Context: an optimization exercise on an open-source flow, tuned for small area, a short achievable clock period and few clock cycles per item. The choices shown serve that exercise and are no tape-out recipe.
Function was checked by simulation only, so behaviour that the tests miss may differ from the original.
Power is estimated from default activity; no workload was simulated.

===== design/flow/run.sh =====
#!/bin/bash
# synth_recipe.tcl (not shown) runs the flow's synth.tcl, then flattens the netlist and writes it again
# the make line also repeats each setting of config.mk as NAME=value (left out here)
make -C /OpenROAD-flow-scripts/flow DESIGN_CONFIG=/design/flow/config.mk WORK_HOME=/design/flow/orfs CLKGATE_MAP_FILE= SYNTH_SCRIPT=/design/flow/synth_recipe.tcl finish

===== design/flow/config.mk =====
export PLATFORM = sky130hd
export DESIGN_NAME = trading_core
export DESIGN_NICKNAME = trading_core
export VERILOG_FILES = /design/flow/design.v
export SDC_FILE = /design/flow/constraint.sdc
export NUM_CORES = 4
export LEC_CHECK = 0
export CAP_MARGIN = 20
export CORE_MARGIN = 2
export CORE_UTILIZATION = 55
export PLACE_DENSITY = 0.65
export SETUP_SLACK_MARGIN = 4.5
export SLEW_MARGIN = 20

===== design/flow/constraint.sdc =====
create_clock -name core_clock -period 8.0 [get_ports {clk}]
set_input_delay 1.6000 -clock core_clock [delete_from_list [all_inputs] [get_ports {clk}]]
set_output_delay 1.6000 -clock core_clock [all_outputs]
set_load 0.01 [all_outputs]

===== design/flow/design.v =====
`timescale 1ns / 1ps
module order_matching_engine(
    input CLK,
    input RESET,
    input packet_ready,
    input [31:0] payload_data,
    output order_ready,
    output reg trade_valid,
    output reg [7:0] trade_price,
    output reg [7:0] trade_qty,
    output reg [7:0] buy_id,
    output reg [7:0] sell_id
);
localparam N = 16;
function le8(input [7:0] a, input [7:0] b);
    integer j;
    reg r;
    begin
        r = 1'b1;
        for (j = 0; j < 8; j = j + 1)
            r = (~a[j] & b[j]) | (~a[j] & r) | (b[j] & r);
        le8 = r;
    end
endfunction
function [8:0] add8(input [7:0] a, input [7:0] b, input cin);
    integer i, d;
    reg [7:0] g, p, gg, pp;
    begin
        g = a & b;
        p = a ^ b;
        gg = g;
        pp = p;
        gg[0] = g[0] | (p[0] & cin);
        for (d = 1; d < 8; d = d * 2)
            for (i = 7; i >= d; i = i - 1) begin
                gg[i] = gg[i] | (pp[i] & gg[i-d]);
                pp[i] = pp[i] & pp[i-d];
            end
        add8 = {gg[7], p ^ {gg[6:0], cin}};
    end
endfunction
function [N-1:0] lowest(input [N-1:0] v);
    integer i, d;
    reg [N-1:0] pre;            
    begin
        pre = v;
        for (d = 1; d < N; d = d * 2)
            for (i = N - 1; i >= d; i = i - 1)
                pre[i] = pre[i] | pre[i-d];
        lowest = v & ~{pre[N-2:0], 1'b0};
    end
endfunction
integer k;
reg ready_r;
assign order_ready = ready_r;
reg       i_v;
reg       i_cancel, i_side;
reg [7:0] i_p, i_q, i_id;
reg       o_v;
reg       o_cancel, o_side;
reg [7:0] o_p, o_q, o_id;
reg [N-1:0] pre_hit;      
reg [N-1:0] pre_qlt;      
reg         fwd_hit;      
reg         fwd_rel;      
reg         o_srch;       
reg [N-1:0] bv, av;
reg [7:0] bp [0:N-1];
reg [7:0] bq [0:N-1];
reg [7:0] bi [0:N-1];
reg [7:0] ap [0:N-1];
reg [7:0] aq [0:N-1];
reg [7:0] ai [0:N-1];
reg [3:0] ins_p;
reg [N-1:0] lw_ins;       
reg [N-1:0] pw_oh;        
reg         pw_side;
reg         pw_ins;       
reg [7:0]   pw_oq;        
reg [7:0]   pw_sel;       
reg [N-1:0] lw_wq;
reg         lw_wq_side;
reg [7:0]   lw_q;
always @(posedge CLK) begin
    if (RESET) begin
        ready_r <= 1'b0;
        i_v     <= 1'b0;
        o_v     <= 1'b0;
    end else begin
        ready_r <= 1'b1;
        i_v     <= packet_ready & ready_r;
        o_v     <= i_v;
    end
end
always @(posedge CLK) begin
    i_cancel <= payload_data[31];
    i_side   <= payload_data[24];
    i_p      <= payload_data[23:16];
    i_q      <= payload_data[15:8];
    i_id     <= payload_data[7:0];
end
reg [N-1:0] a_hit, a_qlt;
always @* begin
    for (k = 0; k < N; k = k + 1) begin
        if (i_cancel)
            a_hit[k] = i_side ? (ai[k] == i_id) : (bi[k] == i_id);
        else
            a_hit[k] = i_side ? le8(i_p, bp[k]) : le8(ap[k], i_p);
        a_qlt[k] = i_side ? ~le8(bq[k], i_q) : ~le8(aq[k], i_q);
    end
end
wire a_srch = i_cancel ? i_side : ~i_side;
wire a_fwd = i_cancel ? (o_id == i_id) : (i_side ? le8(i_p, o_p) : le8(o_p, i_p));
always @(posedge CLK) begin
    o_cancel <= i_cancel;
    o_side   <= i_side;
    o_p      <= i_p;
    o_q      <= i_q;
    o_id     <= i_id;
    pre_hit  <= a_hit;
    pre_qlt  <= a_qlt;
    fwd_hit  <= a_fwd;
    fwd_rel  <= o_side == a_srch;
    o_srch   <= a_srch;
end
wire [N-1:0] fwd_on = lw_ins & {N{fwd_rel}};
wire [N-1:0] hit_c = (pre_hit & ~fwd_on) | (fwd_on & {N{fwd_hit}});
wire [N-1:0] hit   = hit_c & (o_srch ? av : bv);
wire [N-1:0] first = lowest(hit);
wire any_hit = |hit;
wire [8:0] pw_dif = add8(pw_sel, ~pw_oq, 1'b1);
wire [7:0] pw_val = pw_ins ? pw_oq : pw_dif[7:0];
wire [9:0] fx = {2'b00, pw_sel};
wire [9:0] fy = ~{2'b00, pw_oq};
wire [9:0] fz = ~{2'b00, o_q};
wire [9:0] fs = fx ^ fy ^ fz;
wire [9:0] fc = (fx & fy) | (fx & fz) | (fy & fz);
wire [9:0] fd = fs + {fc[8:0], 1'b0} + 10'd1;
wire q_fwd1 = pw_ins ? ~le8(pw_oq, o_q) : ~fd[9];
wire q_fwd2 = ~le8(lw_q, o_q);
wire [N-1:0] e1 = (pw_side == ~o_side) ? pw_oh : {N{1'b0}};
wire [N-1:0] e2 = (lw_wq_side == ~o_side) ? lw_wq : {N{1'b0}};
wire [N-1:0] qlt = (pre_qlt & ~e1 & ~e2) | (e1 & {N{q_fwd1}}) | (e2 & ~e1 & {N{q_fwd2}});
wire [N-1:0] fb = first & {N{o_side}};
wire [N-1:0] fa = first & {N{~o_side}};
reg [7:0] sel_p, sel_q, sel_id;
always @* begin
    sel_p = 8'd0; sel_q = 8'd0; sel_id = 8'd0;
    for (k = 0; k < N; k = k + 1) begin
        sel_p  = sel_p  | ({8{fb[k]}} & bp[k]) | ({8{fa[k]}} & ap[k]);
        sel_q  = sel_q  | ({8{fb[k]}} & bq[k]) | ({8{fa[k]}} & aq[k]);
        sel_id = sel_id | ({8{fb[k]}} & bi[k]) | ({8{fa[k]}} & ai[k]);
    end
end
wire       part  = |(first & qlt);           
wire       same1 = |(first & e1);            
wire [7:0] sel_qe = same1 ? pw_val : sel_q;
wire [N-1:0] own_v = o_side ? av : bv;
wire [N-1:0] emp   = ~own_v;
wire [N-1:0] hmask = {N{1'b1}} << ins_p;
wire [N-1:0] emp_hi = emp & hmask;
wire [N-1:0] pick_v = (|emp_hi) ? emp_hi : emp;
wire [N-1:0] ins_oh = lowest(pick_v);
wire any_emp = |emp;
reg  [3:0] ins_nx;
always @* begin
    ins_nx = 4'd0;
    for (k = 0; k < N; k = k + 1)
        if (ins_oh[k]) ins_nx = ins_nx | (k[3:0] + 4'd1);
end
wire do_match  = o_v & ~o_cancel & any_hit;
wire do_cancel = o_v &  o_cancel & any_hit;
wire do_insert = o_v & ~o_cancel & ~any_hit & any_emp;
wire [N-1:0] clr   = first & ~(qlt & {N{~o_cancel}});
wire [N-1:0] clr_b = ((do_cancel & ~o_side) | (do_match &  o_side)) ? clr : {N{1'b0}};
wire [N-1:0] clr_a = ((do_cancel &  o_side) | (do_match & ~o_side)) ? clr : {N{1'b0}};
wire [N-1:0] set_o = do_insert ? ins_oh : {N{1'b0}};
wire [N-1:0] set_b = o_side ? {N{1'b0}} : set_o;
wire [N-1:0] set_a = o_side ? set_o : {N{1'b0}};
wire [N-1:0] dec_o = do_match ? (first & qlt) : {N{1'b0}};
wire [N-1:0] wq_o  = set_o | dec_o;           
wire         wq_side = do_insert ? o_side : ~o_side;
always @(posedge CLK) begin
    if (RESET) begin
        bv    <= {N{1'b0}};
        av    <= {N{1'b0}};
        ins_p <= 4'd0;
    end else begin
        bv <= (bv & ~clr_b) | set_b;
        av <= (av & ~clr_a) | set_a;
        if (do_insert) ins_p <= ins_nx;
    end
end
always @(posedge CLK) begin
    lw_ins      <= set_o;
    pw_oh       <= wq_o;
    pw_side     <= wq_side;
    pw_ins      <= do_insert;
    pw_oq       <= o_q;
    pw_sel      <= sel_qe;
    lw_wq       <= pw_oh;
    lw_wq_side  <= pw_side;
    lw_q        <= pw_val;
end
wire [N-1:0] pw_b = pw_side ? {N{1'b0}} : pw_oh;
wire [N-1:0] pw_a = pw_side ? pw_oh : {N{1'b0}};
always @(posedge CLK) begin
    for (k = 0; k < N; k = k + 1) begin
        if (set_b[k]) begin
            bp[k] <= o_p;
            bi[k] <= o_id;
        end
        if (pw_b[k]) bq[k] <= pw_val;
        if (set_a[k]) begin
            ap[k] <= o_p;
            ai[k] <= o_id;
        end
        if (pw_a[k]) aq[k] <= pw_val;
    end
end
always @(posedge CLK) begin
    if (RESET) trade_valid <= 1'b0;
    else       trade_valid <= do_match;
end
always @(posedge CLK) begin
    trade_price <= sel_p;
    trade_qty   <= part ? o_q : sel_qe;
    buy_id      <= o_side ? sel_id : o_id;
    sell_id     <= o_side ? o_id : sel_id;
end
endmodule
`timescale 1ns / 1ps
module risk_management(
    input CLK,
    input RESET,
    input TRADE_VALID,
    input wire [7:0] TRADE_PRICE,
    input wire [7:0] TRADE_QTY,
    input wire [7:0] BUY_ID,
    input wire [7:0] SELL_ID,
    output reg TRADE_APPROVED,
    output reg [7:0] APPR_PRICE,
    output reg [7:0] APPR_QTY,
    output reg [7:0] APPR_BUY_ID,
    output reg [7:0] APPR_SELL_ID
);
    localparam MAX_POSITION = 100;
    localparam MAX_EXPOSURE = 5000;
    function [17:0] add17(input [16:0] a, input [16:0] b, input cin);
        integer i, d;
        reg [16:0] g, p, gg, pp;
        begin
            g = a & b;
            p = a ^ b;
            gg = g;
            pp = p;
            gg[0] = g[0] | (p[0] & cin);
            for (d = 1; d < 17; d = d * 2)
                for (i = 16; i >= d; i = i - 1) begin
                    gg[i] = gg[i] | (pp[i] & gg[i-d]);
                    pp[i] = pp[i] & pp[i-d];
                end
            add17 = {gg[16], p ^ {gg[15:0], cin}};
        end
    endfunction
    reg [6:0]  room_pos;    
    reg [12:0] room_exp;    
    wire csa_s0 = (TRADE_QTY[0] & TRADE_PRICE[6]) ^ (TRADE_QTY[1] & TRADE_PRICE[5]);
    wire csa_c0 = (TRADE_QTY[0] & TRADE_PRICE[6]) & (TRADE_QTY[1] & TRADE_PRICE[5]);
    wire csa_s1 = (TRADE_QTY[0] & TRADE_PRICE[7]) ^ (TRADE_QTY[1] & TRADE_PRICE[6]) ^ (TRADE_QTY[2] & TRADE_PRICE[5]);
    wire csa_c1 = ((TRADE_QTY[0] & TRADE_PRICE[7]) & (TRADE_QTY[1] & TRADE_PRICE[6])) | ((TRADE_QTY[0] & TRADE_PRICE[7]) & (TRADE_QTY[2] & TRADE_PRICE[5])) | ((TRADE_QTY[1] & TRADE_PRICE[6]) & (TRADE_QTY[2] & TRADE_PRICE[5]));
    wire csa_s2 = (TRADE_QTY[3] & TRADE_PRICE[4]) ^ (TRADE_QTY[4] & TRADE_PRICE[3]);
    wire csa_c2 = (TRADE_QTY[3] & TRADE_PRICE[4]) & (TRADE_QTY[4] & TRADE_PRICE[3]);
    wire csa_s3 = (TRADE_QTY[1] & TRADE_PRICE[7]) ^ (TRADE_QTY[2] & TRADE_PRICE[6]) ^ (TRADE_QTY[3] & TRADE_PRICE[5]);
    wire csa_c3 = ((TRADE_QTY[1] & TRADE_PRICE[7]) & (TRADE_QTY[2] & TRADE_PRICE[6])) | ((TRADE_QTY[1] & TRADE_PRICE[7]) & (TRADE_QTY[3] & TRADE_PRICE[5])) | ((TRADE_QTY[2] & TRADE_PRICE[6]) & (TRADE_QTY[3] & TRADE_PRICE[5]));
    wire csa_s4 = (TRADE_QTY[4] & TRADE_PRICE[4]) ^ (TRADE_QTY[5] & TRADE_PRICE[3]);
    wire csa_c4 = (TRADE_QTY[4] & TRADE_PRICE[4]) & (TRADE_QTY[5] & TRADE_PRICE[3]);
    wire csa_s5 = (TRADE_QTY[2] & TRADE_PRICE[7]) ^ (TRADE_QTY[3] & TRADE_PRICE[6]) ^ (TRADE_QTY[4] & TRADE_PRICE[5]);
    wire csa_c5 = ((TRADE_QTY[2] & TRADE_PRICE[7]) & (TRADE_QTY[3] & TRADE_PRICE[6])) | ((TRADE_QTY[2] & TRADE_PRICE[7]) & (TRADE_QTY[4] & TRADE_PRICE[5])) | ((TRADE_QTY[3] & TRADE_PRICE[6]) & (TRADE_QTY[4] & TRADE_PRICE[5]));
    wire csa_s6 = (TRADE_QTY[0] & TRADE_PRICE[4]) ^ (TRADE_QTY[1] & TRADE_PRICE[3]);
    wire csa_c6 = (TRADE_QTY[0] & TRADE_PRICE[4]) & (TRADE_QTY[1] & TRADE_PRICE[3]);
    wire csa_s7 = (TRADE_QTY[0] & TRADE_PRICE[5]) ^ (TRADE_QTY[1] & TRADE_PRICE[4]) ^ (TRADE_QTY[2] & TRADE_PRICE[3]);
    wire csa_c7 = ((TRADE_QTY[0] & TRADE_PRICE[5]) & (TRADE_QTY[1] & TRADE_PRICE[4])) | ((TRADE_QTY[0] & TRADE_PRICE[5]) & (TRADE_QTY[2] & TRADE_PRICE[3])) | ((TRADE_QTY[1] & TRADE_PRICE[4]) & (TRADE_QTY[2] & TRADE_PRICE[3]));
    wire csa_s8 = (TRADE_QTY[3] & TRADE_PRICE[2]) ^ (TRADE_QTY[4] & TRADE_PRICE[1]);
    wire csa_c8 = (TRADE_QTY[3] & TRADE_PRICE[2]) & (TRADE_QTY[4] & TRADE_PRICE[1]);
    wire csa_s9 = (TRADE_QTY[2] & TRADE_PRICE[4]) ^ (TRADE_QTY[3] & TRADE_PRICE[3]) ^ (TRADE_QTY[4] & TRADE_PRICE[2]);
    wire csa_c9 = ((TRADE_QTY[2] & TRADE_PRICE[4]) & (TRADE_QTY[3] & TRADE_PRICE[3])) | ((TRADE_QTY[2] & TRADE_PRICE[4]) & (TRADE_QTY[4] & TRADE_PRICE[2])) | ((TRADE_QTY[3] & TRADE_PRICE[3]) & (TRADE_QTY[4] & TRADE_PRICE[2]));
    wire csa_s10 = (TRADE_QTY[5] & TRADE_PRICE[1]) ^ (TRADE_QTY[6] & TRADE_PRICE[0]) ^ csa_s0;
    wire csa_c10 = ((TRADE_QTY[5] & TRADE_PRICE[1]) & (TRADE_QTY[6] & TRADE_PRICE[0])) | ((TRADE_QTY[5] & TRADE_PRICE[1]) & csa_s0) | ((TRADE_QTY[6] & TRADE_PRICE[0]) & csa_s0);
    wire csa_s11 = (TRADE_QTY[5] & TRADE_PRICE[2]) ^ (TRADE_QTY[6] & TRADE_PRICE[1]) ^ (TRADE_QTY[7] & TRADE_PRICE[0]);
    wire csa_c11 = ((TRADE_QTY[5] & TRADE_PRICE[2]) & (TRADE_QTY[6] & TRADE_PRICE[1])) | ((TRADE_QTY[5] & TRADE_PRICE[2]) & (TRADE_QTY[7] & TRADE_PRICE[0])) | ((TRADE_QTY[6] & TRADE_PRICE[1]) & (TRADE_QTY[7] & TRADE_PRICE[0]));
    wire csa_s12 = csa_c0 ^ csa_s1 ^ csa_s2;
    wire csa_c12 = (csa_c0 & csa_s1) | (csa_c0 & csa_s2) | (csa_s1 & csa_s2);
    wire csa_s13 = (TRADE_QTY[6] & TRADE_PRICE[2]) ^ (TRADE_QTY[7] & TRADE_PRICE[1]) ^ csa_c1;
    wire csa_c13 = ((TRADE_QTY[6] & TRADE_PRICE[2]) & (TRADE_QTY[7] & TRADE_PRICE[1])) | ((TRADE_QTY[6] & TRADE_PRICE[2]) & csa_c1) | ((TRADE_QTY[7] & TRADE_PRICE[1]) & csa_c1);
    wire csa_s14 = csa_c2 ^ csa_s3 ^ csa_s4;
    wire csa_c14 = (csa_c2 & csa_s3) | (csa_c2 & csa_s4) | (csa_s3 & csa_s4);
    wire csa_s15 = (TRADE_QTY[5] & TRADE_PRICE[4]) ^ (TRADE_QTY[6] & TRADE_PRICE[3]) ^ (TRADE_QTY[7] & TRADE_PRICE[2]);
    wire csa_c15 = ((TRADE_QTY[5] & TRADE_PRICE[4]) & (TRADE_QTY[6] & TRADE_PRICE[3])) | ((TRADE_QTY[5] & TRADE_PRICE[4]) & (TRADE_QTY[7] & TRADE_PRICE[2])) | ((TRADE_QTY[6] & TRADE_PRICE[3]) & (TRADE_QTY[7] & TRADE_PRICE[2]));
    wire csa_s16 = csa_c3 ^ csa_c4 ^ csa_s5;
    wire csa_c16 = (csa_c3 & csa_c4) | (csa_c3 & csa_s5) | (csa_c4 & csa_s5);
    wire csa_s17 = (TRADE_QTY[3] & TRADE_PRICE[7]) ^ (TRADE_QTY[4] & TRADE_PRICE[6]) ^ (TRADE_QTY[5] & TRADE_PRICE[5]);
    wire csa_c17 = ((TRADE_QTY[3] & TRADE_PRICE[7]) & (TRADE_QTY[4] & TRADE_PRICE[6])) | ((TRADE_QTY[3] & TRADE_PRICE[7]) & (TRADE_QTY[5] & TRADE_PRICE[5])) | ((TRADE_QTY[4] & TRADE_PRICE[6]) & (TRADE_QTY[5] & TRADE_PRICE[5]));
    wire csa_s18 = (TRADE_QTY[6] & TRADE_PRICE[4]) ^ (TRADE_QTY[7] & TRADE_PRICE[3]) ^ csa_c5;
    wire csa_c18 = ((TRADE_QTY[6] & TRADE_PRICE[4]) & (TRADE_QTY[7] & TRADE_PRICE[3])) | ((TRADE_QTY[6] & TRADE_PRICE[4]) & csa_c5) | ((TRADE_QTY[7] & TRADE_PRICE[3]) & csa_c5);
    wire csa_s19 = (TRADE_QTY[4] & TRADE_PRICE[7]) ^ (TRADE_QTY[5] & TRADE_PRICE[6]) ^ (TRADE_QTY[6] & TRADE_PRICE[5]);
    wire csa_c19 = ((TRADE_QTY[4] & TRADE_PRICE[7]) & (TRADE_QTY[5] & TRADE_PRICE[6])) | ((TRADE_QTY[4] & TRADE_PRICE[7]) & (TRADE_QTY[6] & TRADE_PRICE[5])) | ((TRADE_QTY[5] & TRADE_PRICE[6]) & (TRADE_QTY[6] & TRADE_PRICE[5]));
    wire csa_s20 = (TRADE_QTY[0] & TRADE_PRICE[3]) ^ (TRADE_QTY[1] & TRADE_PRICE[2]);
    wire csa_c20 = (TRADE_QTY[0] & TRADE_PRICE[3]) & (TRADE_QTY[1] & TRADE_PRICE[2]);
    wire csa_s21 = (TRADE_QTY[2] & TRADE_PRICE[2]) ^ (TRADE_QTY[3] & TRADE_PRICE[1]) ^ (TRADE_QTY[4] & TRADE_PRICE[0]);
    wire csa_c21 = ((TRADE_QTY[2] & TRADE_PRICE[2]) & (TRADE_QTY[3] & TRADE_PRICE[1])) | ((TRADE_QTY[2] & TRADE_PRICE[2]) & (TRADE_QTY[4] & TRADE_PRICE[0])) | ((TRADE_QTY[3] & TRADE_PRICE[1]) & (TRADE_QTY[4] & TRADE_PRICE[0]));
    wire csa_s22 = (TRADE_QTY[5] & TRADE_PRICE[0]) ^ csa_c6 ^ csa_s7;
    wire csa_c22 = ((TRADE_QTY[5] & TRADE_PRICE[0]) & csa_c6) | ((TRADE_QTY[5] & TRADE_PRICE[0]) & csa_s7) | (csa_c6 & csa_s7);
    wire csa_s23 = csa_c7 ^ csa_c8 ^ csa_s9;
    wire csa_c23 = (csa_c7 & csa_c8) | (csa_c7 & csa_s9) | (csa_c8 & csa_s9);
    wire csa_s24 = csa_c9 ^ csa_c10 ^ csa_s11;
    wire csa_c24 = (csa_c9 & csa_c10) | (csa_c9 & csa_s11) | (csa_c10 & csa_s11);
    wire csa_s25 = csa_c11 ^ csa_c12 ^ csa_s13;
    wire csa_c25 = (csa_c11 & csa_c12) | (csa_c11 & csa_s13) | (csa_c12 & csa_s13);
    wire csa_s26 = csa_c13 ^ csa_c14 ^ csa_s15;
    wire csa_c26 = (csa_c13 & csa_c14) | (csa_c13 & csa_s15) | (csa_c14 & csa_s15);
    wire csa_s27 = csa_c15 ^ csa_c16 ^ csa_s17;
    wire csa_c27 = (csa_c15 & csa_c16) | (csa_c15 & csa_s17) | (csa_c16 & csa_s17);
    wire csa_s28 = (TRADE_QTY[7] & TRADE_PRICE[4]) ^ csa_c17 ^ csa_c18;
    wire csa_c28 = ((TRADE_QTY[7] & TRADE_PRICE[4]) & csa_c17) | ((TRADE_QTY[7] & TRADE_PRICE[4]) & csa_c18) | (csa_c17 & csa_c18);
    wire csa_s29 = (TRADE_QTY[5] & TRADE_PRICE[7]) ^ (TRADE_QTY[6] & TRADE_PRICE[6]) ^ (TRADE_QTY[7] & TRADE_PRICE[5]);
    wire csa_c29 = ((TRADE_QTY[5] & TRADE_PRICE[7]) & (TRADE_QTY[6] & TRADE_PRICE[6])) | ((TRADE_QTY[5] & TRADE_PRICE[7]) & (TRADE_QTY[7] & TRADE_PRICE[5])) | ((TRADE_QTY[6] & TRADE_PRICE[6]) & (TRADE_QTY[7] & TRADE_PRICE[5]));
    wire csa_s30 = (TRADE_QTY[0] & TRADE_PRICE[2]) ^ (TRADE_QTY[1] & TRADE_PRICE[1]);
    wire csa_c30 = (TRADE_QTY[0] & TRADE_PRICE[2]) & (TRADE_QTY[1] & TRADE_PRICE[1]);
    wire csa_s31 = (TRADE_QTY[2] & TRADE_PRICE[1]) ^ (TRADE_QTY[3] & TRADE_PRICE[0]) ^ csa_s20;
    wire csa_c31 = ((TRADE_QTY[2] & TRADE_PRICE[1]) & (TRADE_QTY[3] & TRADE_PRICE[0])) | ((TRADE_QTY[2] & TRADE_PRICE[1]) & csa_s20) | ((TRADE_QTY[3] & TRADE_PRICE[0]) & csa_s20);
    wire csa_s32 = csa_s6 ^ csa_c20 ^ csa_s21;
    wire csa_c32 = (csa_s6 & csa_c20) | (csa_s6 & csa_s21) | (csa_c20 & csa_s21);
    wire csa_s33 = csa_s8 ^ csa_c21 ^ csa_s22;
    wire csa_c33 = (csa_s8 & csa_c21) | (csa_s8 & csa_s22) | (csa_c21 & csa_s22);
    wire csa_s34 = csa_s10 ^ csa_c22 ^ csa_s23;
    wire csa_c34 = (csa_s10 & csa_c22) | (csa_s10 & csa_s23) | (csa_c22 & csa_s23);
    wire csa_s35 = csa_s12 ^ csa_c23 ^ csa_s24;
    wire csa_c35 = (csa_s12 & csa_c23) | (csa_s12 & csa_s24) | (csa_c23 & csa_s24);
    wire csa_s36 = csa_s14 ^ csa_c24 ^ csa_s25;
    wire csa_c36 = (csa_s14 & csa_c24) | (csa_s14 & csa_s25) | (csa_c24 & csa_s25);
    wire csa_s37 = csa_s16 ^ csa_c25 ^ csa_s26;
    wire csa_c37 = (csa_s16 & csa_c25) | (csa_s16 & csa_s26) | (csa_c25 & csa_s26);
    wire csa_s38 = csa_s18 ^ csa_c26 ^ csa_s27;
    wire csa_c38 = (csa_s18 & csa_c26) | (csa_s18 & csa_s27) | (csa_c26 & csa_s27);
    wire csa_s39 = csa_s19 ^ csa_c27 ^ csa_s28;
    wire csa_c39 = (csa_s19 & csa_c27) | (csa_s19 & csa_s28) | (csa_c27 & csa_s28);
    wire csa_s40 = csa_c19 ^ csa_c28 ^ csa_s29;
    wire csa_c40 = (csa_c19 & csa_c28) | (csa_c19 & csa_s29) | (csa_c28 & csa_s29);
    wire csa_s41 = (TRADE_QTY[6] & TRADE_PRICE[7]) ^ (TRADE_QTY[7] & TRADE_PRICE[6]) ^ csa_c29;
    wire csa_c41 = ((TRADE_QTY[6] & TRADE_PRICE[7]) & (TRADE_QTY[7] & TRADE_PRICE[6])) | ((TRADE_QTY[6] & TRADE_PRICE[7]) & csa_c29) | ((TRADE_QTY[7] & TRADE_PRICE[6]) & csa_c29);
    wire [15:0] mul_s = {1'b0, (TRADE_QTY[7] & TRADE_PRICE[7]), csa_c40, csa_c39, csa_c38, csa_c37, csa_c36, csa_c35, csa_c34, csa_c33, csa_c32, csa_c31, csa_c30, (TRADE_QTY[2] & TRADE_PRICE[0]), (TRADE_QTY[0] & TRADE_PRICE[1]), (TRADE_QTY[0] & TRADE_PRICE[0])};
    wire [15:0] mul_c = {1'b0, csa_c41, csa_s41, csa_s40, csa_s39, csa_s38, csa_s37, csa_s36, csa_s35, csa_s34, csa_s33, csa_s32, csa_s31, csa_s30, (TRADE_QTY[1] & TRADE_PRICE[0]), 1'b0};
    reg        t_v;
    reg [7:0]  t_price, t_qty, t_buy, t_sell;
    reg [15:0] t_s, t_c;
    always @(posedge CLK) begin
        if (RESET) t_v <= 1'b0;
        else       t_v <= TRADE_VALID;
    end
    always @(posedge CLK) begin
        t_price <= TRADE_PRICE;
        t_qty   <= TRADE_QTY;
        t_buy   <= BUY_ID;
        t_sell  <= SELL_ID;
        t_s     <= mul_s;
        t_c     <= mul_c;
    end
    wire [16:0] x = {4'b0000, room_exp};
    wire [16:0] y = ~{1'b0, t_s};
    wire [16:0] z = ~{1'b0, t_c};
    wire [16:0] s3 = x ^ y ^ z;
    wire [16:0] c3 = (x & y) | (x & z) | (y & z);
    wire [17:0] ne = add17(s3, {c3[15:0], 1'b1}, 1'b1);
    wire [17:0] np = add17({10'd0, room_pos}, {9'h1ff, ~t_qty}, 1'b1);
    wire ok = t_v & np[17] & ~ne[16];
    always @(posedge CLK) begin
        if (RESET) begin
            room_pos       <= MAX_POSITION;
            room_exp       <= MAX_EXPOSURE;
            TRADE_APPROVED <= 1'b0;
        end else begin
            TRADE_APPROVED <= ok;
            if (ok) begin
                room_pos <= np[6:0];
                room_exp <= ne[12:0];
            end
        end
    end
    always @(posedge CLK) begin
        APPR_PRICE   <= t_price;
        APPR_QTY     <= t_qty;
        APPR_BUY_ID  <= t_buy;
        APPR_SELL_ID <= t_sell;
    end
endmodule
`timescale 1ns / 1ps
module trading_core(
    input clk,
    input rst,
    input order_valid,
    input [31:0] order_data,
    output order_ready,
    output trade_valid,
    output [7:0] trade_price,
    output [7:0] trade_qty,
    output [7:0] trade_buy_id,
    output [7:0] trade_sell_id,
    output appr_valid,
    output [7:0] appr_price,
    output [7:0] appr_qty,
    output [7:0] appr_buy_id,
    output [7:0] appr_sell_id
);
    order_matching_engine ORDER_MATCHING_ENGINE(
        .CLK(clk),
        .RESET(rst),
        .packet_ready(order_valid),
        .payload_data(order_data),
        .order_ready(order_ready),
        .trade_valid(trade_valid),
        .trade_price(trade_price),
        .trade_qty(trade_qty),
        .buy_id(trade_buy_id),
        .sell_id(trade_sell_id)
    );
    risk_management RISK (
        .CLK(clk),
        .RESET(rst),
        .TRADE_VALID(trade_valid),
        .TRADE_PRICE(trade_price),
        .TRADE_QTY(trade_qty),
        .BUY_ID(trade_buy_id),
        .SELL_ID(trade_sell_id),
        .TRADE_APPROVED(appr_valid),
        .APPR_PRICE(appr_price),
        .APPR_QTY(appr_qty),
        .APPR_BUY_ID(appr_buy_id),
        .APPR_SELL_ID(appr_sell_id)
    );
endmodule

==> out/qor.csv, run 1 <==
stage,metric,value,unit
clock_tree,CTS buffer count,115,
floorplanning,Initial Utilization,0.552,
timing,# setup viols final,0,
synthesis,Netlist Area Pre-Place,52200,µm²
synthesis,Synth Flop Type,edfxtp_1,
timing,worst relative slew slack,0.238,
global_route,GRT overflow,0,
setup_path,CP required,8.58,ns
power_and_ir_drop,power share of the combinational group,0.113,
timing,worst-margin pin slew,1.14,ns
route,DR DRC count,0,
final_layout,area delta synth->final,19.0,%
floorplanning,Die Span Y,312,µm
place,pre-CTS setup slack,2.60,ns
floorplanning,cell row count,113,
final_layout,# nets final,4500,
final_layout,register area,30100,µm²
final_layout,"commonest non-fill, non-tap cells in the layout","768 x edfxtp_1, 306 x dfxtp_1, 274 x mux2i_1, 251 x a21oi_1, 203 x maj3_1",
floorplanning,die area,97500,µm²
synthesis,Post-Synthesis Cells,4147,
synthesis,Netlist cell types,100,
clock_tree,htree depth,3,
synthesis,Syn Nets,4286,
route,wire per inst,30.4,µm
timing,RSZ-0062 raised after global routing,yes,
timing,clk_skew,0.0292,ns
route,vias,37431,
synthesis,"Avg Cell Area, Syn",12.6,µm²
timing,period utilisation layout,0.467,
clock_tree,"Clk Latency, worst-skew pair",0.72,ns
power_and_ir_drop,internal power,0.0103,W
global_route,initial antenna violation count,8,
route,DR pass1 iterations,8,
route,final wirelength,174000,µm
setup_path,CP max FO,21,
place,gpl congestion,0.948,
synthesis,Post-synth EDFFs,768,
power_and_ir_drop,Psw,0.00333,W
place,PortBufs,95,
synthesis,"FFs w/ async S/R, synth",0,
power_and_ir_drop,sequential share of power,0.476,
place,DP Wirelength,109000,µm
final_layout,share of layout cells above drive strength 1,0.211,
power_and_ir_drop,Clock power frac,0.411,
timing,setup TNS,0,ns
timing,Fin. Hold Viols,0,
synthesis,"Seq/Total Area, Yosys",0.575,
route,post-route ant nets,0,
clock_tree,clk buf depth,3,
timing,Final WS setup,4.26,ns
flow_run,MaxCap Viol Count,0,
setup_path,Worst setup SP type,register,
floorplanning,# IOs,102,
timing,max-slew violations,0,
floorplanning,Die Wd,312,µm
global_route,global-route wire length before repair,246000,µm
global_route,global-route usage over all layers,0.344,
clock_tree,"Reg clk slew, reported paths",0.06,ns
synthesis,number of synthesized register bits,1117,
worst_hold_path,worst hold path class,register to register,
clock_tree,clk sinks,1117,
route,via/cell ratio,6.54,
setup_path,Setup CP Type,register to register,
power_and_ir_drop,power density over cell area,219,nW/µm²
route,drt initial violations,5043,
final_layout,"leading cell type in the layout, fill and taps excluded",edfxtp_1,
timing,Max Fclk,268,MHz
timing,post-route minimum period,3.74,ns
clock_tree,CTS tree,yes,
clock_tree,CTS Root Cell,clkbuf_16,
setup_path,Setup crit end kind,register,
global_route,vias in the first global route,36402,
power_and_ir_drop,peak supply drop,222,µV
floorplanning,core area,94600,µm²
final_layout,Fill cells,7000,
setup_path,Critical Path AT,4.32,ns
synthesis,Syn. warnings,8,
run_status,status,finished clean,
final_layout,area of the multi-input gates,21700,µm²
power_and_ir_drop,switching share of power,0.245,
power_and_ir_drop,LEAKAGE,22.0,nW
global_route,largest net degree at the start of global routing,98,
stage by stage:
| step | std cells | util | total power, W | instance area [µm²] | hold WS [ns] |
|---|---|---|---|---|---|
| floorplan | 4147 | - | 0.00745 | 52300 | 0.310 |
| finish | 5727 | 0.657 | 0.0136 | 62200 | 0.323 |
| global placement | 5372 | 0.579 | 0.00792 | 54800 | 0.310 |
| global route | 5726 | 0.657 | 0.0140 | 62200 | 0.330 |
| CTS | 5667 | 0.642 | 0.0135 | 60700 | 0.326 |
| detailed placement | 5372 | 0.579 | 0.00793 | 54800 | 0.312 |
synthesized netlist by cell type (81+ instances only):
library cell	number	share of area
a21oi_1	262	0.025
and2_1	81	0.0097
clkbuf_1	142	0.010
dfxtp_1	349	0.13
edfxtp_1	768	0.44
inv_1	193	0.014
maj3_1	203	0.039
maj3_2	156	0.034
mux2i_1	290	0.056
nand2_1	186	0.013
nor2_1	172	0.012
o21ai_0	141	0.014
xnor2_1	113	0.019
registers in the layout, summed over array words and instances (netlist names), 13 cells and up:
signal and count:
RISK.t_c 14, ORDER_MATCHING_ENGINE.bi 128, ORDER_MATCHING_ENGINE.aq 128, ORDER_MATCHING_ENGINE.lw_ins 16
ORDER_MATCHING_ENGINE.ai 128, RISK.room_exp 13, ORDER_MATCHING_ENGINE.pre_qlt 16, RISK.t_s 15
ORDER_MATCHING_ENGINE.av 16, ORDER_MATCHING_ENGINE.bp 128, ORDER_MATCHING_ENGINE.pre_hit 16, ORDER_MATCHING_ENGINE.ap 128
ORDER_MATCHING_ENGINE.bq 128, ORDER_MATCHING_ENGINE.bv 16, ORDER_MATCHING_ENGINE.pw_oh 16, ORDER_MATCHING_ENGINE.lw_wq 16
cells by family (layout without fill, tap and decap cells):
| group | after synthesis | count (layout) | synth area share |
|---|---|---|---|
| DFF | 1117 | 1117 | 0.575 |
| AOI/OAI and AO/OA | 915 | 915 | 0.121 |
| and+or+nand+nor | 698 | 700 | 0.0666 |
| adders and majority gates | 463 | 463 | 0.106 |
| buffers and inverters | 440 | 752 | 0.0351 |
| muxes | 359 | 359 | 0.0705 |
| xor gates and xnor gates | 155 | 155 | 0.0261 |
| other | 0 | 1 | 0 |
path summary, 6_finish.rpt:
| path | end | slack, ns | start | cells after the start |
|---|---|---|---|---|
| hold / removal | RISK.APPR_PRICE[1] | 0.32 | RISK.t_price[1] | 0 |
| setup reg to reg | ORDER_MATCHING_ENGINE.trade_qty[2] | 4.26 | ORDER_MATCHING_ENGINE.o_srch | 13 |
| hold reg to reg | RISK.APPR_PRICE[1] | 0.32 | RISK.t_price[1] | 0 |
| setup / recovery | ORDER_MATCHING_ENGINE.trade_qty[2] | 4.26 | ORDER_MATCHING_ENGINE.o_srch | 13 |
power groups by stage:
stage	registers (W)	clock network (W)	logic, W
final	0.00647	0.00559	0.00154
after global placement	0.00659	0	0.00133
after global routing	0.00648	0.00585	0.00165
after CTS	0.00646	0.00561	0.00144
after detailed placement	0.00659	0	0.00134
after floorplan	0.00656	0	0.000890
worst max-delay path, stage by stage (launching register included):
cell and delay [ns]:
dfxtp_2 0.35, bufbuf_16 0.28, mux2_2 0.27, o21a_1 0.15
buf_6 0.27, nor2_2 0.07, buf_4 0.27, a221o_1 0.36
a221oi_1 0.32, o221ai_2 0.20, nor3_2 0.45, o211ai_1 0.17
o21a_1 0.16, mux2_4 0.26
final cells by class:
cell class,instances,share of cell area
sequential,1117,0.485
multi-input combinational,2592,0.349
timing repair buffer,333,0.0640
clock buffer,175,0.0565
tap,1265,0.0255
inverter,202,0.0134
clock inverter,42,0.00712
antenna,1,0.0000403
repair_timing:
| action | 4_1_cts | 5_1_grt |
|---|---|---|
| hold buffers | 0 | 0 |
| resized for setup | 246 | 173 |
| cloned | 7 | 13 |
| setup buffers | 71 | 46 |
| setup endpoints to repair | 674 | 595 |
| pin swaps | 35 | 52 |
| endpoints found under the hold margin | 0 | 0 |
per-layer routing:
layer  global-route usage  wire length, µm  share of wire  up-vias
met4                0.180            10900          0.063        4
li1                     -                -              -    16090
met5                    0               27        0.00015        -
met2                0.530            78200           0.45     2238
met1                0.468            67800           0.39    18562
met3               0.0619            17400           0.10      537
Testbench counts, summed over its fixed seeds: cycles 3,209, orders 3,200.
==> run 2: changes to the inputs <==
--- a/design/flow/design.v
+++ b/design/flow/design.v
@@ -159,8 +159,7 @@
 wire [N-1:0] emp   = ~own_v;
 wire [N-1:0] hmask = {N{1'b1}} << ins_p;
 wire [N-1:0] emp_hi = emp & hmask;
-wire [N-1:0] pick_v = (|emp_hi) ? emp_hi : emp;
-wire [N-1:0] ins_oh = lowest(pick_v);
+wire [N-1:0] ins_oh = (|emp_hi) ? lowest(emp_hi) : lowest(emp);
 wire any_emp = |emp;
 reg  [3:0] ins_nx;
 always @* begin
@@ -177,6 +176,8 @@
 wire [N-1:0] set_o = do_insert ? ins_oh : {N{1'b0}};
 wire [N-1:0] set_b = o_side ? {N{1'b0}} : set_o;
 wire [N-1:0] set_a = o_side ? set_o : {N{1'b0}};
+wire [N-1:0] wr_b  = o_side ? {N{1'b0}} : ins_oh;
+wire [N-1:0] wr_a  = o_side ? ins_oh : {N{1'b0}};
 wire [N-1:0] dec_o = do_match ? (first & qlt) : {N{1'b0}};
 wire [N-1:0] wq_o  = set_o | dec_o;           
 wire         wq_side = do_insert ? o_side : ~o_side;
@@ -192,7 +193,7 @@
     end
 end
 always @(posedge CLK) begin
-    lw_ins      <= set_o;
+    lw_ins      <= ins_oh;
     pw_oh       <= wq_o;
     pw_side     <= wq_side;
     pw_ins      <= do_insert;
@@ -206,12 +207,12 @@
 wire [N-1:0] pw_a = pw_side ? pw_oh : {N{1'b0}};
 always @(posedge CLK) begin
     for (k = 0; k < N; k = k + 1) begin
-        if (set_b[k]) begin
+        if (wr_b[k]) begin
             bp[k] <= o_p;
             bi[k] <= o_id;
         end
         if (pw_b[k]) bq[k] <= pw_val;
-        if (set_a[k]) begin
+        if (wr_a[k]) begin
             ap[k] <= o_p;
             ai[k] <= o_id;
         end
--- a/design/flow/config.mk
+++ b/design/flow/config.mk
@@ -9,5 +9,6 @@
 export CORE_MARGIN = 2
 export CORE_UTILIZATION = 55
 export PLACE_DENSITY = 0.65
-export SETUP_SLACK_MARGIN = 4.5
+export SETUP_SLACK_MARGIN = 5
 export SLEW_MARGIN = 20
+export TNS_END_PERCENT = 10
==> run 2 against run 1 <==
- first-iteration DRC count is 7.7% higher
- non-clock buffer count increased by 37
- clock skew up 0.0069 ns
- worst setup slack got worse by 0.095 ns
- power grew 2.0%
- still clean on timing, DRC and antenna
- maximum frequency shrank 2.5%
- clock-buffer cell count is 15 lower
- hold slack improved by 0.0013 ns
- final cell count increased by 0.65%
- synthesized cell count up 0.31%
- wire length fell by 1.6%
- critical endpoint unchanged
- die area shrank 0.12%
- largest power group unchanged
==> out/qor.csv, run 2 <==
stage,metric,value,unit,change
clock_tree,CTS Hold Bufs,0,,unchanged
synthesis,Netlist Area Pre-Place,52200,µm²,about the same
power_and_ir_drop,sequential share of power,0.469,,was 0.476
global_route,met2 Use GR,0.479,,was 0.530
power_and_ir_drop,peak supply drop,205,µV,was 222 µV
synthesis,Synth area leader,edfxtp_1,,unchanged
place,DP Wirelength,110000,µm,"was 109,000 µm"
synthesis,Post-Synthesis Cells,4160,,"was 4,147"
route,drt initial violations,5430,,"was 5,043"
floorplanning,Initial Utilization,0.557,,was 0.552
floorplanning,Die Span Y,312,µm,about the same
route,DR DRC count,0,,unchanged
global_route,global-route wire length before repair,240000,µm,"was 246,000 µm"
timing,post-route minimum period,3.83,ns,was 3.74 ns
timing,worst-margin pin slew,1.35,ns,was 1.14 ns
route,final wirelength,172000,µm,"was 174,000 µm"
final_layout,share of layout cells above drive strength 1,0.237,,was 0.211
timing,clk_skew,0.0361,ns,was 0.0292 ns
synthesis,Syn Nets,4299,,"was 4,286"
global_route,met3 Resource Use GR,0.0805,,was 0.0619
timing,hold_ws,0.325,ns,was 0.323 ns
synthesis,Post-synth EDFFs,768,,unchanged
place,DP Area,54600,µm²,"was 54,800 µm²"
clock_tree,CTS Root Cell,clkbuf_16,,unchanged
global_route,vias in the first global route,35785,,"was 36,402"
power_and_ir_drop,internal power,0.0103,W,about the same
synthesis,area share of the largest cell type after synthesis,0.442,,was 0.441
global_route,grt peak-use layer,met1,,was met2
power_and_ir_drop,Power Total,0.0139,W,was 0.0136 W
synthesis,"Seq/Total Area, Yosys",0.576,,was 0.575
final_layout,post-route insts no fill,5764,,"was 5,727"
clock_tree,"Reg clk slew, reported paths",0.06,ns,about the same
floorplanning,Die Wd,312,µm,about the same
timing,Max Fclk,261,MHz,was 268 MHz
synthesis,most frequent cells after synthesis,"768 x edfxtp_1, 349 x dfxtp_1, 248 x mux2i_1, 242 x a21oi_1, 225 x nand2_1",,"was 768 x edfxtp_1, 349 x dfxtp_1, 290 x mux2i_1, 262 x a21oi_1, 203 x maj3_1"
timing,worst relative slew slack,0.102,,was 0.238
global_route,global-route usage over all layers,0.332,,was 0.344
synthesis,number of synthesized register bits,1117,,unchanged
setup_path,Worst setup SP type,register,,unchanged
synthesis,Area contributors post-synth,"edfxtp_1 44%, dfxtp_1 13%, mux2i_1 4.8%",,"was edfxtp_1 44%, dfxtp_1 13%, mux2i_1 5.6%"
final_layout,"commonest non-fill, non-tap cells in the layout","768 x edfxtp_1, 325 x dfxtp_1, 233 x a21oi_1, 231 x mux2i_1, 224 x maj3_2",,"was 768 x edfxtp_1, 306 x dfxtp_1, 274 x mux2i_1, 251 x a21oi_1, 203 x maj3_1"
synthesis,"FFs w/ async S/R, synth",0,,unchanged
setup_path,R2R depth,14,,was 13
floorplanning,core area,93600,µm²,"was 94,600 µm²"
floorplanning,# IOs,102,,unchanged
place,PortBufs,95,,unchanged
final_layout,# nets final,4548,,"was 4,500"
floorplanning,cell row count,112,,was 113
worst_hold_path,hold path cells,0,,unchanged
setup_path,register-to-register setup slack,4.17,ns,was 4.26 ns
setup_path,CP max FO,8,,was 21
power_and_ir_drop,Psw,0.00358,W,was 0.00333 W
synthesis,Synth Flop Type,edfxtp_1,,unchanged
global_route,initial antenna violation count,1,,was 8
timing,RSZ-0062 raised after global routing,yes,,unchanged
global_route,GRT overflow,0,,unchanged
final_layout,area delta synth->final,19.7,%,was 19.0%
power_and_ir_drop,LEAKAGE,22.0,nW,about the same
synthesis,most common cell in the netlist,edfxtp_1,,unchanged
clock_tree,CTS buffer count,116,,was 115
flow_run,MaxCap Viol Count,0,,unchanged
power_and_ir_drop,switching share of power,0.258,,was 0.245
timing,setup TNS,0,ns,unchanged
global_route,grt met1 use,0.492,,was 0.468
clock_tree,"Clk Latency, worst-skew pair",0.73,ns,was 0.72 ns
clock_tree,clk buf depth,3,,unchanged
route,wire per inst,29.8,µm,was 30.4 µm
global_route,largest net degree at the start of global routing,119,,was 98
synthesis,Netlist cell types,95,,was 100
timing,period utilisation layout,0.479,,was 0.467
clock_tree,htree depth,3,,unchanged
setup_path,Critical Path AT,4.42,ns,was 4.32 ns
route,post-route ant nets,0,,unchanged
floorplanning,die area,97400,µm²,"was 97,500 µm²"
power_and_ir_drop,Clock power frac,0.400,,was 0.411
route,via/cell ratio,6.60,,was 6.54
synthesis,Syn. warnings,8,,unchanged
final_layout,Final Instance Area,62500,µm²,"was 62,200 µm²"
clock_tree,clk sinks,1117,,unchanged
run_status,status,finished clean,,unchanged
final_layout,Fill cells,6868,,"was 7,000"
final_layout,ANT cells,0,,was 1
power_and_ir_drop,power density over cell area,222,nW/µm²,was 219 nW/µm²
route,DR pass1 iterations,9,,was 8
power_and_ir_drop,power share of the combinational group,0.131,,was 0.113
route,vias,38064,,"was 37,431"
timing,max-slew violations,0,,unchanged
timing,Fin. Hold Viols,0,,unchanged
place,placed cell count,5361,,"was 5,372"
timing,# setup viols final,0,,unchanged
place,gpl congestion,0.923,,was 0.948
final_layout,"leading cell type in the layout, fill and taps excluded",edfxtp_1,,unchanged
setup_path,Setup crit end kind,register,,unchanged
synthesis,"Avg Cell Area, Syn",12.5,µm²,was 12.6 µm²
setup_path,Setup CP Type,register to register,,unchanged
worst_hold_path,worst hold path class,register to register,,unchanged
clock_tree,CTS tree,yes,,unchanged
setup_path,CP required,8.59,ns,was 8.58 ns
run 2: changes by cell type in the layout (fill, tap and decap cells not counted), sizes merged, moves of 18 or more:
cell / change
mux2i: -42
a221oi: +40
nand2: +38
buf: +34
inv: -27
o21a: -26
a221o: +22
o22ai: -20
and2: +19
nor3: +19
o21ai: +19
a21oi: -18
run 2: final timing paths:
path                                                      endpoint                            from
worst max register to register  ORDER_MATCHING_ENGINE.trade_qty[2]  ORDER_MATCHING_ENGINE.pw_oq[3]
worst min-delay path                           RISK.APPR_BUY_ID[3]                   RISK.t_buy[3]
worst max-delay path            ORDER_MATCHING_ENGINE.trade_qty[2]  ORDER_MATCHING_ENGINE.pw_oq[3]
worst min register to register                 RISK.APPR_BUY_ID[3]                   RISK.t_buy[3]
run 2: stage by stage:
| stage | util | worst slack (ns) |
|---|---|---|
| floorplan | - | 4.38 |
| global placement | 0.583 | 2.85 |
| detailed placement | 0.584 | 2.84 |
| CTS | 0.641 | 4.19 |
| global route | 0.667 | 4.12 |
| finish | 0.667 | 4.17 |
run 2: metal layers:
metal | up-vias | share of wire | routed length (µm)
met3 | 334 | 0.13 | 22100
met4 | 4 | 0.034 | 5860
met1 | 18933 | 0.41 | 70300
met5 | - | 0.00052 | 90
met2 | 2467 | 0.43 | 73200
li1 | 16326 | - | -
run 2: power groups by stage:
stage          sequential [W]  combinational [W]  clock [W]
2_1_floorplan         0.00660           0.000975          0
3_3_place_gp          0.00662            0.00145          0
3_5_place_dp          0.00663            0.00148          0
4_1_cts               0.00650            0.00158    0.00557
5_1_grt               0.00651            0.00195    0.00580
6_report              0.00650            0.00182    0.00555
run 2: cells by family (layout without fill, tap and decap cells):
family          count (synthesis)  in the layout  synth area share
compound gates                918            919             0.121
buf+inv                       405            752            0.0327
flops                        1117           1117             0.576
mux                           319            319            0.0630
xor+xnor                      153            153            0.0260
fa+ha+maj                     457            457             0.106
simple gates                  791            793            0.0756
run 2: worst max-delay path, stage by stage, from the launching register on:
cell and delay, ns:
dfxtp_2 0.33, inv_2 0.04, fa_1 0.54, ha_4 0.22, a2111oi_4 0.32, o21ai_1 0.14
o2111ai_2 0.10, a21oi_4 0.15, or2_4 0.33, a2bb2oi_2 0.17, o2111a_2 0.29, o2111ai_2 0.16
nor4_4 0.36, buf_12 0.19, mux2_4 0.33
run 2: timing repair:
item | 4_1_cts | 5_1_grt
pin swaps | 39 | 98
gates cloned | 9 | 19
gates resized for setup | 187 | 300
setup buffers | 56 | 100
endpoints found under the setup margin | 743 | 747
run 2: layout make-up:
cell class / count / area [µm²] / share of cell area
Inverter: 159 / 633 / 0.0101
Clock buffer: 160 / 3380 / 0.0541
Clock inverter: 59 / 551 / 0.00881
Timing Repair Buffer: 370 / 4010 / 0.0641
Sequential cell: 1117 / 30100 / 0.482
Multi-Input combinational cell: 2641 / 22200 / 0.355
Tap cell: 1254 / 1570 / 0.0251
Timing Repair inverter: 4 / 33.8 / 0.000541
Testbench counts of run 2, summed over its fixed seeds: cycles 3,209, orders 3,200.
==> run 3: changes to the inputs <==
--- a/design/flow/design.v
+++ b/design/flow/design.v
@@ -64,6 +64,8 @@
 reg         fwd_hit;      
 reg         fwd_rel;      
 reg         o_srch;       
+reg [8:0]   q_sum;        
+reg         q_lt_prev;    
 reg [N-1:0] bv, av;
 reg [7:0] bp [0:N-1];
 reg [7:0] bq [0:N-1];
@@ -122,6 +124,8 @@
     fwd_hit  <= a_fwd;
     fwd_rel  <= o_side == a_srch;
     o_srch   <= a_srch;
+    q_sum    <= {1'b0, i_q} + {1'b0, o_q};
+    q_lt_prev <= ~le8(o_q, i_q);
 end
 wire [N-1:0] fwd_on = lw_ins & {N{fwd_rel}};
 wire [N-1:0] hit_c = (pre_hit & ~fwd_on) | (fwd_on & {N{fwd_hit}});
@@ -130,27 +134,18 @@
 wire any_hit = |hit;
 wire [8:0] pw_dif = add8(pw_sel, ~pw_oq, 1'b1);
 wire [7:0] pw_val = pw_ins ? pw_oq : pw_dif[7:0];
-wire [9:0] fx = {2'b00, pw_sel};
-wire [9:0] fy = ~{2'b00, pw_oq};
-wire [9:0] fz = ~{2'b00, o_q};
-wire [9:0] fs = fx ^ fy ^ fz;
-wire [9:0] fc = (fx & fy) | (fx & fz) | (fy & fz);
-wire [9:0] fd = fs + {fc[8:0], 1'b0} + 10'd1;
-wire q_fwd1 = pw_ins ? ~le8(pw_oq, o_q) : ~fd[9];
+wire q_fwd1 = pw_ins ? q_lt_prev : (q_sum < {1'b0, pw_sel});
 wire q_fwd2 = ~le8(lw_q, o_q);
 wire [N-1:0] e1 = (pw_side == ~o_side) ? pw_oh : {N{1'b0}};
 wire [N-1:0] e2 = (lw_wq_side == ~o_side) ? lw_wq : {N{1'b0}};
 wire [N-1:0] qlt = (pre_qlt & ~e1 & ~e2) | (e1 & {N{q_fwd1}}) | (e2 & ~e1 & {N{q_fwd2}});
 wire [N-1:0] fb = first & {N{o_side}};
 wire [N-1:0] fa = first & {N{~o_side}};
-reg [7:0] sel_p, sel_q, sel_id;
+reg [7:0] sel_q;
 always @* begin
-    sel_p = 8'd0; sel_q = 8'd0; sel_id = 8'd0;
-    for (k = 0; k < N; k = k + 1) begin
-        sel_p  = sel_p  | ({8{fb[k]}} & bp[k]) | ({8{fa[k]}} & ap[k]);
-        sel_q  = sel_q  | ({8{fb[k]}} & bq[k]) | ({8{fa[k]}} & aq[k]);
-        sel_id = sel_id | ({8{fb[k]}} & bi[k]) | ({8{fa[k]}} & ai[k]);
-    end
+    sel_q = 8'd0;
+    for (k = 0; k < N; k = k + 1)
+        sel_q = sel_q | ({8{fb[k]}} & bq[k]) | ({8{fa[k]}} & aq[k]);
 end
 wire       part  = |(first & qlt);           
 wire       same1 = |(first & e1);            
@@ -219,15 +214,39 @@
         if (pw_a[k]) aq[k] <= pw_val;
     end
 end
+reg         tc_v;
+reg [N-1:0] tc_first;
+reg         tc_side, tc_part;
+reg [7:0]   tc_oid;
+always @(posedge CLK) begin
+    if (RESET) tc_v <= 1'b0;
+    else       tc_v <= do_match;
+end
+always @(posedge CLK) begin
+    tc_first <= first;
+    tc_side  <= o_side;
+    tc_part  <= part;
+    tc_oid   <= o_id;
+end
+wire [N-1:0] tb_f = tc_first & {N{tc_side}};
+wire [N-1:0] ta_f = tc_first & {N{~tc_side}};
+reg [7:0] sel_p, sel_id;
+always @* begin
+    sel_p = 8'd0; sel_id = 8'd0;
+    for (k = 0; k < N; k = k + 1) begin
+        sel_p  = sel_p  | ({8{tb_f[k]}} & bp[k]) | ({8{ta_f[k]}} & ap[k]);
+        sel_id = sel_id | ({8{tb_f[k]}} & bi[k]) | ({8{ta_f[k]}} & ai[k]);
+    end
+end
 always @(posedge CLK) begin
     if (RESET) trade_valid <= 1'b0;
-    else       trade_valid <= do_match;
+    else       trade_valid <= tc_v;
 end
 always @(posedge CLK) begin
     trade_price <= sel_p;
-    trade_qty   <= part ? o_q : sel_qe;
-    buy_id      <= o_side ? sel_id : o_id;
-    sell_id     <= o_side ? o_id : sel_id;
+    trade_qty   <= tc_part ? pw_oq : pw_sel;
+    buy_id      <= tc_side ? sel_id : tc_oid;
+    sell_id     <= tc_side ? tc_oid : sel_id;
 end
 endmodule
 `timescale 1ns / 1ps
==> run 3 against run 2 <==
- power fell by 2.9%
- clock power rose by 6.7%
- critical path depth fell by 8
- register-to-register slack improved by 0.39 ns
- still clean
- wire length fell by 4.2%
- sequential cell count rose by 37
- synthesized cell count rose by 2.7%
- maximum frequency rose by 11%
- combinational power fell by 46%
- via count fell by 2.1%
- core utilization fell by 1.3 points
==> out/qor.csv, run 3 <==
stage,metric,value,unit,change
timing,# setup viols final,0,,unchanged
setup_path,crit path cell chain,"xnor2_1, nor4_1, nand3_1, o21ai_0, a31oi_1, o211ai_1",,"was inv_2, fa_1, ha_4, a2111oi_4, o21ai_1, o2111ai_2, a21oi_4, or2_4, a2bb2oi_2, o2111a_2, o2111ai_2, nor4_4, buf_12, mux2_4"
worst_hold_path,hold path cells,0,,unchanged
final_layout,# nets final,4631,,"was 4,548"
setup_path,register-to-register setup slack,4.55,ns,was 4.17 ns
synthesis,Synth Flop Type,edfxtp_1,,unchanged
route,wire per inst,28.1,µm,was 29.8 µm
synthesis,Netlist cell types,88,,was 95
synthesis,Area contributors post-synth,"edfxtp_1 44%, dfxtp_1 15%, maj3_1 5.7%",,"was edfxtp_1 44%, dfxtp_1 13%, mux2i_1 4.8%"
route,DR DRC count,0,,unchanged
setup_path,Critical Path AT,4.08,ns,was 4.42 ns
setup_path,critical path's slowest cell,nor4_1,,was fa_1
power_and_ir_drop,power density over cell area,216,nW/µm²,was 222 nW/µm²
floorplanning,core area,95200,µm²,"was 93,600 µm²"
floorplanning,Die Wd,314,µm,was 312 µm
final_layout,share of layout cells above drive strength 1,0.155,,was 0.237
route,Top Layer Used,met5,,unchanged
clock_tree,CTS tree,yes,,unchanged
setup_path,CP max FO,18,,was 8
route,vias,37255,,"was 38,064"
power_and_ir_drop,LEAKAGE,22.0,nW,about the same
synthesis,Synth area leader,edfxtp_1,,unchanged
synthesis,Post-synth EDFFs,768,,unchanged
route,via/cell ratio,6.36,,was 6.60
clock_tree,clk sinks,1154,,"was 1,117"
setup_path,critical path depth,6,,was 14
timing,setup TNS,0,ns,unchanged
floorplanning,Die Span Y,314,µm,was 312 µm
setup_path,Setup CP Type,register to register,,unchanged
setup_path,CP required,8.63,ns,was 8.59 ns
floorplanning,die area,98800,µm²,"was 97,400 µm²"
synthesis,most common cell in the netlist,edfxtp_1,,unchanged
timing,worst-margin pin slew,1.27,ns,was 1.35 ns
clock_tree,htree depth,3,,unchanged
floorplanning,cell row count,113,,was 112
route,drt initial violations,4436,,"was 5,430"
timing,Max Fclk,290,MHz,was 261 MHz
clock_tree,clk buf depth,3,,unchanged
clock_tree,CTS buffer count,120,,was 116
place,gpl congestion,0.948,,was 0.923
final_layout,register area,30900,µm²,"was 30,100 µm²"
timing,hold_ws,0.321,ns,was 0.325 ns
final_layout,Final Instance Area,62300,µm²,"was 62,500 µm²"
final_layout,"leading cell type in the layout, fill and taps excluded",edfxtp_1,,unchanged
setup_path,crit-path max cell delay,1.11,ns,was 0.54 ns
synthesis,most frequent cells after synthesis,"768 x edfxtp_1, 386 x dfxtp_1, 299 x maj3_1, 281 x mux2i_1, 218 x nand2_1",,"was 768 x edfxtp_1, 349 x dfxtp_1, 248 x mux2i_1, 242 x a21oi_1, 225 x nand2_1"
synthesis,area share of the largest cell type after synthesis,0.435,,was 0.442
floorplanning,Initial Utilization,0.557,,about the same
timing,period utilisation layout,0.431,,was 0.479
synthesis,number of synthesized register bits,1154,,"was 1,117"
route,final wirelength,164000,µm,"was 172,000 µm"
clock_tree,"Clk Latency, worst-skew pair",0.74,ns,was 0.73 ns
synthesis,"FFs w/ async S/R, synth",0,,unchanged
timing,worst relative slew slack,0.146,,was 0.102
floorplanning,# IOs,102,,unchanged
synthesis,"Avg Cell Area, Syn",12.4,µm²,was 12.5 µm²
power_and_ir_drop,peak supply drop,189,µV,was 205 µV
global_route,global-route wire length before repair,234000,µm,"was 240,000 µm"
timing,Fin. Hold Viols,0,,unchanged
place,DP Area,55600,µm²,"was 54,600 µm²"
final_layout,Fill cells,7025,,"was 6,868"
clock_tree,CTS Root Cell,clkbuf_16,,unchanged
global_route,global-route usage over all layers,0.322,,was 0.332
timing,max-slew violations,0,,unchanged
route,WL met2,74700,µm,"was 73,200 µm"
global_route,vias in the first global route,36098,,"was 35,785"
setup_path,CP bufs+invs,0,,was 2
run_status,status,finished clean,,unchanged
route,post-route ant nets,0,,unchanged
setup_path,worst r2r dst,ORDER_MATCHING_ENGINE.pre_hit[10],,was ORDER_MATCHING_ENGINE.trade_qty[2]
final_layout,area of the multi-input gates,21300,µm²,"was 22,200 µm²"
setup_path,Setup crit end kind,register,,unchanged
setup_path,Worst setup SP type,register,,unchanged
global_route,GRT overflow,0,,unchanged
route,DR pass1 iterations,8,,was 9
synthesis,Syn Nets,4418,,"was 4,299"
timing,clk_skew,0.0320,ns,was 0.0361 ns
global_route,initial antenna violation count,8,,was 1
timing,post-route minimum period,3.45,ns,was 3.83 ns
synthesis,Post-Synthesis Cells,4271,,"was 4,160"
setup_path,reg2reg start,ORDER_MATCHING_ENGINE.i_id[2],,was ORDER_MATCHING_ENGINE.pw_oq[3]
global_route,largest net degree at the start of global routing,56,,was 119
route,wire length on met3,17300,µm,"was 22,100 µm"
synthesis,"Seq/Total Area, Yosys",0.581,,was 0.576
setup_path,CP startpoint,ORDER_MATCHING_ENGINE.i_id[2],,was ORDER_MATCHING_ENGINE.pw_oq[3]
synthesis,Syn. warnings,8,,unchanged
timing,RSZ-0062 raised after global routing,yes,,unchanged
setup_path,R2R depth,6,,was 14
setup_path,"delay-heaviest family, CP",simple AND/OR/NAND/NOR gates,,was compound AO/OA/AOI/OAI gates
synthesis,Netlist Area Pre-Place,53000,µm²,"was 52,200 µm²"
place,PortBufs,95,,unchanged
flow_run,MaxCap Viol Count,0,,unchanged
place,DP Wirelength,103000,µm,"was 110,000 µm"
clock_tree,"Reg clk slew, reported paths",0.06,ns,about the same
final_layout,area delta synth->final,17.6,%,was 19.7%
worst_hold_path,worst hold path class,register to register,,unchanged
setup_path,CP Capture Point,ORDER_MATCHING_ENGINE.pre_hit[10],,was ORDER_MATCHING_ENGINE.trade_qty[2]
final_layout,"commonest non-fill, non-tap cells in the layout","768 x edfxtp_1, 351 x dfxtp_1, 288 x maj3_1, 271 x mux2i_1, 212 x nand2_1",,"was 768 x edfxtp_1, 325 x dfxtp_1, 233 x a21oi_1, 231 x mux2i_1, 224 x maj3_2"
route,wl on met1,66000,µm,"was 70,300 µm"
run 3: repair_timing:
item | 4_1_cts | 5_1_grt
buffers inserted | 58 | 56
hold buffers | 0 | 0
pin swaps | 26 | 40
gates resized for setup | 166 | 119
cloned | 5 | 10
setup endpoints to repair | 751 | 723
run 3: metrics by stage:
stage	util	instances	setup WS (ns)	total power, W
after CTS	0.642	5789	4.74	0.0134
after detailed placement	0.584	5497	3.21	0.00755
after global routing	0.655	5857	4.60	0.0138
after floorplan	-	4271	4.65	0.00720
final	0.655	5859	4.55	0.0135
after global placement	0.584	5497	3.21	0.00754
run 3: layer usage:
layer / global-route usage / vias up
met4: 0.109 / 6
met1: 0.438 / 18407
met2: 0.507 / 1948
li1: - / 16494
met3: 0.0802 / 400
met5: 0 / -
run 3: power breakdown:
group / internal (W) / total [W] / switching (W)
clock network: 0.00349 / 0.00592 / 0.00243
logic: 0.000384 / 0.000988 / 0.000604
registers: 0.00647 / 0.00655 / 0.0000787
run 3: worst reg2reg max path: stages, from the launching register on:
cell and delay (ns):
dfxtp_1 1.05, xnor2_1 0.30, nor4_1 1.11, nand3_1 0.46
o21ai_0 0.19, a31oi_1 0.07, o211ai_1 0.17
run 3: cell type report:
class                           instances  area share
Timing Repair Buffer                  332      0.0552
Timing Repair inverter                  4    0.000522
Sequential cell                      1154       0.496
Tap cell                             1265      0.0254
Multi-Input combinational cell       2657       0.342
Antenna cell                            3    0.000121
Clock buffer                          159      0.0543
Clock inverter                         70      0.0132
Inverter                              215      0.0136
run 3: how the worst min path moves through the flow:
| stage | startpoint | end | slack [ns] |
|---|---|---|---|
| floorplan | RISK.t_buy[0] | RISK.APPR_BUY_ID[0] | 0.31 |
| global placement | RISK.t_sell[4] | RISK.APPR_SELL_ID[4] | 0.31 |
| detailed placement | RISK.t_price[2] | RISK.APPR_PRICE[2] | 0.31 |
| CTS | RISK.t_sell[5] | RISK.APPR_SELL_ID[5] | 0.32 |
| global route | RISK.t_sell[5] | RISK.APPR_SELL_ID[5] | 0.32 |
| finish | RISK.t_sell[5] | RISK.APPR_SELL_ID[5] | 0.32 |
run 3: cell families (layout without fill, tap and decap cells):
family                     after synthesis  after routing  synth area share
AOI/OAI and AO/OA                      897            897             0.119
xor gates and xnor gates               166            166            0.0275
adders and majority gates              411            411            0.0901
buffers and inverters                  462            780            0.0337
DFF                                   1154           1154             0.581
muxes                                  355            355            0.0688
other                                    0              3                 0
and+or+nand+nor                        826            828            0.0798
Testbench counts of run 3, summed over its fixed seeds: cycles 3,212, orders 3,200.

==> separate check: timing with driven ports <==
The flow's constraints put no driver on any port. The routed layouts listed below were extracted and timed again, unchanged, in two steps. Step 1, drivers: a clkbuf_16 drives clk and a buf_2 each remaining input, both assumed. Step 2 moves the port delays by t, midway between the first and last clock arrival at a register: inputs arrive t later, outputs are due t later. That takes back most of the time a late clock gives input paths. Slacks: ideal / step 1 / step 2; pairs: ideal / step 1.
run | t (ns) | slack for setup (ns) | worst hold slack (ns) | clock arrival spread, ns
run 1 | 0.774 | 4.264 / 4.264 / 4.264 | 0.323 / 0.323 / 0.323 | 0.032 / 0.031
run 2 | 0.790 | 4.168 / 4.168 / 4.168 | 0.325 / 0.325 / 0.325 | 0.037 / 0.037
run 3 | 0.801 | 4.554 / 4.554 / 4.024 | 0.321 / 0.321 / 0.321 | 0.037 / 0.037
After both steps every run listed still meets setup and hold. For run 3, which loses most, drivers alone change the setup slack by 0.000 ns; drivers and shift together by -0.530 ns.
